Background: an optimization exercise with open tools, aiming at small area and a short achievable clock period. Do not read the settings as production practice.
At most, simulation tests tie the RTL to the original design; equivalence was not proved.

==> 06-17: inputs <==
==> flow/design.v <==
`timescale 1ns / 10ps
module a_filter_approx(
    input [31:0] x_in,
    input clk,
    input [5:0] reset,
    output [31:0] y_out);
    reg [31:0] y1, y2, y3, y4, y5, y6;
    reg [31:0] j2;
    reg [31:0] i3n, i4n, i5n, i6n;
    function [41:0] add42;
        input [41:0] a, b;
        reg [41:0] g, p, x;
        integer i, l;
        begin
            x = a ^ b;
            g = a & b;
            p = x;
            for (l = 0; l < 6; l = l + 1)
                for (i = 41; i >= 0; i = i - 1)
                    if (((i >> l) & 1) && (i >= (1 << l))) begin
                        g[i] = g[i] | (p[i] & g[((i >> l) << l) - 1]);
                        p[i] = p[i] & p[((i >> l) << l) - 1];
                    end
            add42 = x ^ {g[40:0], 1'b0};
        end
    endfunction
    function [83:0] csa42;
        input [41:0] a, b, c;
        begin
            csa42 = {{(a[40:0] & b[40:0]) | (a[40:0] & c[40:0]) | (b[40:0] & c[40:0]), 1'b0},
                     a ^ b ^ c};
        end
    endfunction
    wire [83:0] c1a = csa42({y1, 10'b1111111110}, {{9{y1[31]}}, y1, 1'b0},
                            ~{{6{y1[31]}}, y1, 4'b0});
    wire [83:0] c1b = csa42(c1a[41:0], c1a[83:42], {x_in, 10'b0});
    wire [41:0] n1 = add42(c1b[41:0], c1b[83:42]);
    wire [83:0] c2a = csa42({5'd0, y1, 5'b00001}, {5'd0, j2, 5'd0}, {5'd0, y2, 5'd0});
    wire [83:0] c2b = csa42({5'd0, ~{{4{y2[31]}}, y2, 1'b0}}, {5'd0, ~{{5{y2[31]}}, y2}},
                            42'd32);
    wire [83:0] c2c = csa42(c2a[41:0], c2a[83:42], c2b[41:0]);
    wire [83:0] c2d = csa42(c2c[41:0], c2c[83:42], c2b[83:42]);
    wire [41:0] n2 = add42(c2d[41:0], c2d[83:42]);
    wire [41:0] nj = add42({5'd0, {2{y1[31]}}, y1, 3'd0}, {5'd0, {5{y1[31]}}, y1});
    function [41:0] sec34;
        input [31:0] u, in, o;
        reg [83:0] r0, r1, r2, r3;
        begin
            r0 = csa42({u, 10'b0}, {in, 10'b1111111111}, {o, 10'b0});
            r1 = csa42(~{{9{o[31]}}, o, 1'b0}, ~{{10{o[31]}}, o}, 42'd1024);
            r2 = csa42(r0[41:0], r0[83:42], r1[41:0]);
            r3 = csa42(r2[41:0], r2[83:42], r1[83:42]);
            sec34 = add42(r3[41:0], r3[83:42]);
        end
    endfunction
    wire [41:0] n3 = sec34(y2, i3n, y3);
    wire [41:0] n4 = sec34(y3, i4n, y4);
    function [41:0] sec56;
        input [31:0] u, in, o;
        reg [83:0] r0, r1;
        begin
            r0 = csa42({6'd0, u, 4'b1111}, {6'd0, in, 4'b1111},
                       {6'd0, {3{o[31]}}, o, 1'b1});
            r1 = csa42(r0[41:0], r0[83:42], {6'd0, {4{o[31]}}, o});
            sec56 = add42(r1[41:0], r1[83:42]);
        end
    endfunction
    wire [41:0] n5 = sec56(y4, i5n, y5);
    wire [41:0] n6 = sec56(y5, i6n, y6);
    always @(posedge clk) begin
        y1 <= reset[0] ? 32'd0 : n1[41:10];
        y2 <= reset[1] ? 32'd0 : n2[36:5];
        j2 <= reset[1] ? 32'd0 : nj[36:5];
        y3 <= reset[2] ? 32'd0 : n3[41:10];
        i3n <= ~(reset[2] ? 32'd0 : y2);
        y4 <= reset[3] ? 32'd0 : n4[41:10];
        i4n <= ~(reset[3] ? 32'd0 : y3);
        y5 <= reset[4] ? 32'd0 : n5[35:4];
        i5n <= ~(reset[4] ? 32'd0 : y4);
        y6 <= reset[5] ? 32'd0 : n6[35:4];
        i6n <= ~(reset[5] ? 32'd0 : y5);
    end
    assign y_out = y6;
endmodule
==> flow/flow/run.sh <==
#!/bin/bash
# Standard layout (the standard.sh, unchanged synthesis and flow), with the
# repair steps aiming for more setup slack than the 10 ns clock needs.
set -e
grep -v '^export SETUP_SLACK_MARGIN' config.mk > config.mk.new
echo 'export SETUP_SLACK_MARGIN = 6.5' >> config.mk.new
mv config.mk.new config.mk
bash standard.sh > standard.log 2>&1
==> flow/standard.sh <==
#!/bin/bash
# synth_recipe.tcl (not shown) runs the flow's synth.tcl, then flattens the netlist and writes it again
# the make line also repeats each setting of config.mk as NAME=value (left out here)
make -C /OpenROAD-flow-scripts/flow DESIGN_CONFIG=/design/flow/config.mk WORK_HOME=/design/flow/orfs CLKGATE_MAP_FILE= SYNTH_SCRIPT=/design/flow/synth_recipe.tcl "${@:-finish}"
==> flow/config.mk <==
export PLATFORM = sky130hd
export DESIGN_NAME = a_filter_approx
export DESIGN_NICKNAME = a_filter_approx
export VERILOG_FILES = /design/flow/design.v
export SDC_FILE = /design/flow/constraint.sdc
export NUM_CORES = 4
export LEC_CHECK = 0
export CAP_MARGIN = 20
export CORE_MARGIN = 2
export CORE_UTILIZATION = 40
export SLEW_MARGIN = 20
export SETUP_SLACK_MARGIN = 6.5
==> flow/constraint.sdc <==
create_clock -name core_clock -period 10.0 [get_ports {clk}]
set_input_delay 2.0000 -clock core_clock [delete_from_list [all_inputs] [get_ports {clk}]]
set_output_delay 2.0000 -clock core_clock [all_outputs]
set_load 0.01 [all_outputs]
==> 01-25 (differences from 06-17) <==
==> flow/design.v, changed modules only <==
module a_filter_approx(
    input [31:0] x_in,
    input clk,
    input [5:0] reset,
    output [31:0] y_out);
    reg [31:0] y1, y2, y3, y4, y5, y6;
    reg [31:0] j2;
    reg [31:0] i3n, i4n, i5n, i6n;
    function [41:0] add42;
        input [41:0] a, b;
        reg [41:0] g, p, x;
        integer i, l;
        begin
            x = a ^ b;
            g = a & b;
            p = x;
            for (l = 0; l < 6; l = l + 1)
                for (i = 41; i >= 0; i = i - 1)
                    if (((i >> l) & 1) && (i >= (1 << l))) begin
                        g[i] = g[i] | (p[i] & g[((i >> l) << l) - 1]);
                        p[i] = p[i] & p[((i >> l) << l) - 1];
                    end
            add42 = x ^ {g[40:0], 1'b0};
        end
    endfunction
    function [83:0] csa42;
        input [41:0] a, b, c;
        begin
            csa42 = {{(a[40:0] & b[40:0]) | (a[40:0] & c[40:0]) | (b[40:0] & c[40:0]), 1'b0},
                     a ^ b ^ c};
        end
    endfunction
    wire [83:0] c1a = csa42({y1, 10'b1111111110},
                            {6'b111111, ~y1[31], {3{y1[31]}}, y1[30:0], 1'b0},
                            {6'b0, y1[31], ~y1[30:0], 4'b1111});
    wire [83:0] c1b = csa42(c1a[41:0], c1a[83:42], {x_in, 10'b0});
    wire [41:0] n1 = c1b[41:0] + c1b[83:42];
    wire [83:0] c2a = csa42({5'd0, y1, 5'b11111}, {5'd0, j2, 5'b00010}, {5'd0, y2, 5'd0});
    wire [83:0] c2b = csa42(c2a[41:0], c2a[83:42], {5'd0, 4'b1111, y2[31], ~y2[30:0], 1'b1});
    wire [83:0] c2c = csa42(c2b[41:0], c2b[83:42], {5'd0, 4'b0000, y2[31], ~y2[31], ~y2[30:0]});
    wire [41:0] n2 = c2c[41:0] + c2c[83:42];
    wire [41:0] nj = add42({5'd0, 2'b11, ~y1[31], y1[30:0], 3'd0},
                          {5'd0, 2'b00, ~y1[31], {3{y1[31]}}, y1[30:0]});
    function [41:0] sec34;
        input [31:0] u, in, o;
        reg [83:0] r0, r1, r2;
        begin
            r0 = csa42({u, 10'h3ff}, {in, 10'h3ff}, {o, 10'h001});
            r1 = csa42(r0[41:0], r0[83:42], {9'h1ff, o[31], ~o[30:0], 1'b1});
            r2 = csa42(r1[41:0], r1[83:42], {9'h000, o[31], ~o[31], ~o[30:0]});
            sec34 = add42(r2[41:0], r2[83:42]);
        end
    endfunction
    wire [41:0] n3 = sec34(y2, i3n, y3);
    wire [41:0] n4 = sec34(y3, i4n, y4);
    function [41:0] sec56;
        input [31:0] u, in, o;
        reg [83:0] r0, r1;
        begin
            r0 = csa42({6'd0, u, 4'b1111}, {6'd0, in, 4'b1111},
                       {6'd0, 3'b111, ~o[31], o[30:0], 1'b1});
            r1 = csa42(r0[41:0], r0[83:42], {6'd0, 3'b000, ~o[31], o[31], o[30:0]});
            sec56 = add42(r1[41:0], r1[83:42]);
        end
    endfunction
    wire [41:0] n5 = sec56(y4, i5n, y5);
    wire [41:0] n6 = sec56(y5, i6n, y6);
    always @(posedge clk) begin
        y1 <= reset[0] ? 32'd0 : n1[41:10];
        y2 <= reset[1] ? 32'd0 : n2[36:5];
        j2 <= reset[1] ? 32'd0 : nj[36:5];
        y3 <= reset[2] ? 32'd0 : n3[41:10];
        i3n <= ~(reset[2] ? 32'd0 : y2);
        y4 <= reset[3] ? 32'd0 : n4[41:10];
        i4n <= ~(reset[3] ? 32'd0 : y3);
        y5 <= reset[4] ? 32'd0 : n5[35:4];
        i5n <= ~(reset[4] ? 32'd0 : y4);
        y6 <= reset[5] ? 32'd0 : n6[35:4];
        i6n <= ~(reset[5] ? 32'd0 : y5);
    end
    assign y_out = y6;
endmodule
==> flow/flow/run.sh (replaced) <==
#!/bin/bash
set -e
echo 'export BUFFER_PORTS_ARGS = -buffer_cell sky130_fd_sc_hd__buf_2' >> config.mk
sed 's/SETUP_SLACK_MARGIN=5 /SETUP_SLACK_MARGIN=6.3 /' standard.sh > standard_m.sh
grep -q 'SETUP_SLACK_MARGIN=6.3 ' standard_m.sh
bash standard_m.sh > standard.log 2>&1
- ABC_AREA: unset -> 1
- BUFFER_PORTS_ARGS: unset -> -buffer_cell sky130_fd_sc_hd__buf_2
- CTS_CLUSTER_DIAMETER: unset -> 100
- CTS_CLUSTER_SIZE: unset -> 22
- SETUP_SLACK_MARGIN: 6.5 -> 5
==> flow_summary.yaml <==
status:
  outcome: "complete, no violations"
layout:
  multi_input_gates: 2847
  multiInputGateArea_um2: 23200
synthesis:
  synth_cell_types: 48
# the run above: 01-25

==> flow_summary.yaml <==
layout:
  multiInputGateArea_um2: 24600
  multi_input_gates: 2116
synthesis:
  synth_cell_types: 75
status:
  outcome: "complete, no violations"
timing:
  worstMarginPinSlew_ns: 1.04
# the run above: 06-17

The RTL of 06-17 was laid out without a check of its function.

-- separate check: timing with driven ports --
How much do the figures lean on ideal ports? The routed layouts below were timed once more, with nothing changed but the port constraints.
Step 1: set_driving_cell puts a clkbuf_16 on clk and a buf_2 on each other input, an assumption about the parent block.
Step 2 times the ports against the registers' clock, not the clock port: input delays grow and output delays shrink by t, the midpoint of the rising clock arrivals with the driver on.
Slacks: no drivers / after step 1 / after step 2; pairs: no drivers / after step 1.
run | t, ns | setup WS [ns] | worst data-port slew with drivers (ns)
06-17 | 0.643 | 5.475 / 5.505 / 4.863 | 0.09
01-25 | 0.661 | 6.423 / 6.423 / 5.818 | 0.05
After both steps setup and hold are still met in every run listed. For 06-17, which loses most, drivers alone change the setup slack by +0.030 ns; drivers and shift together by -0.612 ns.
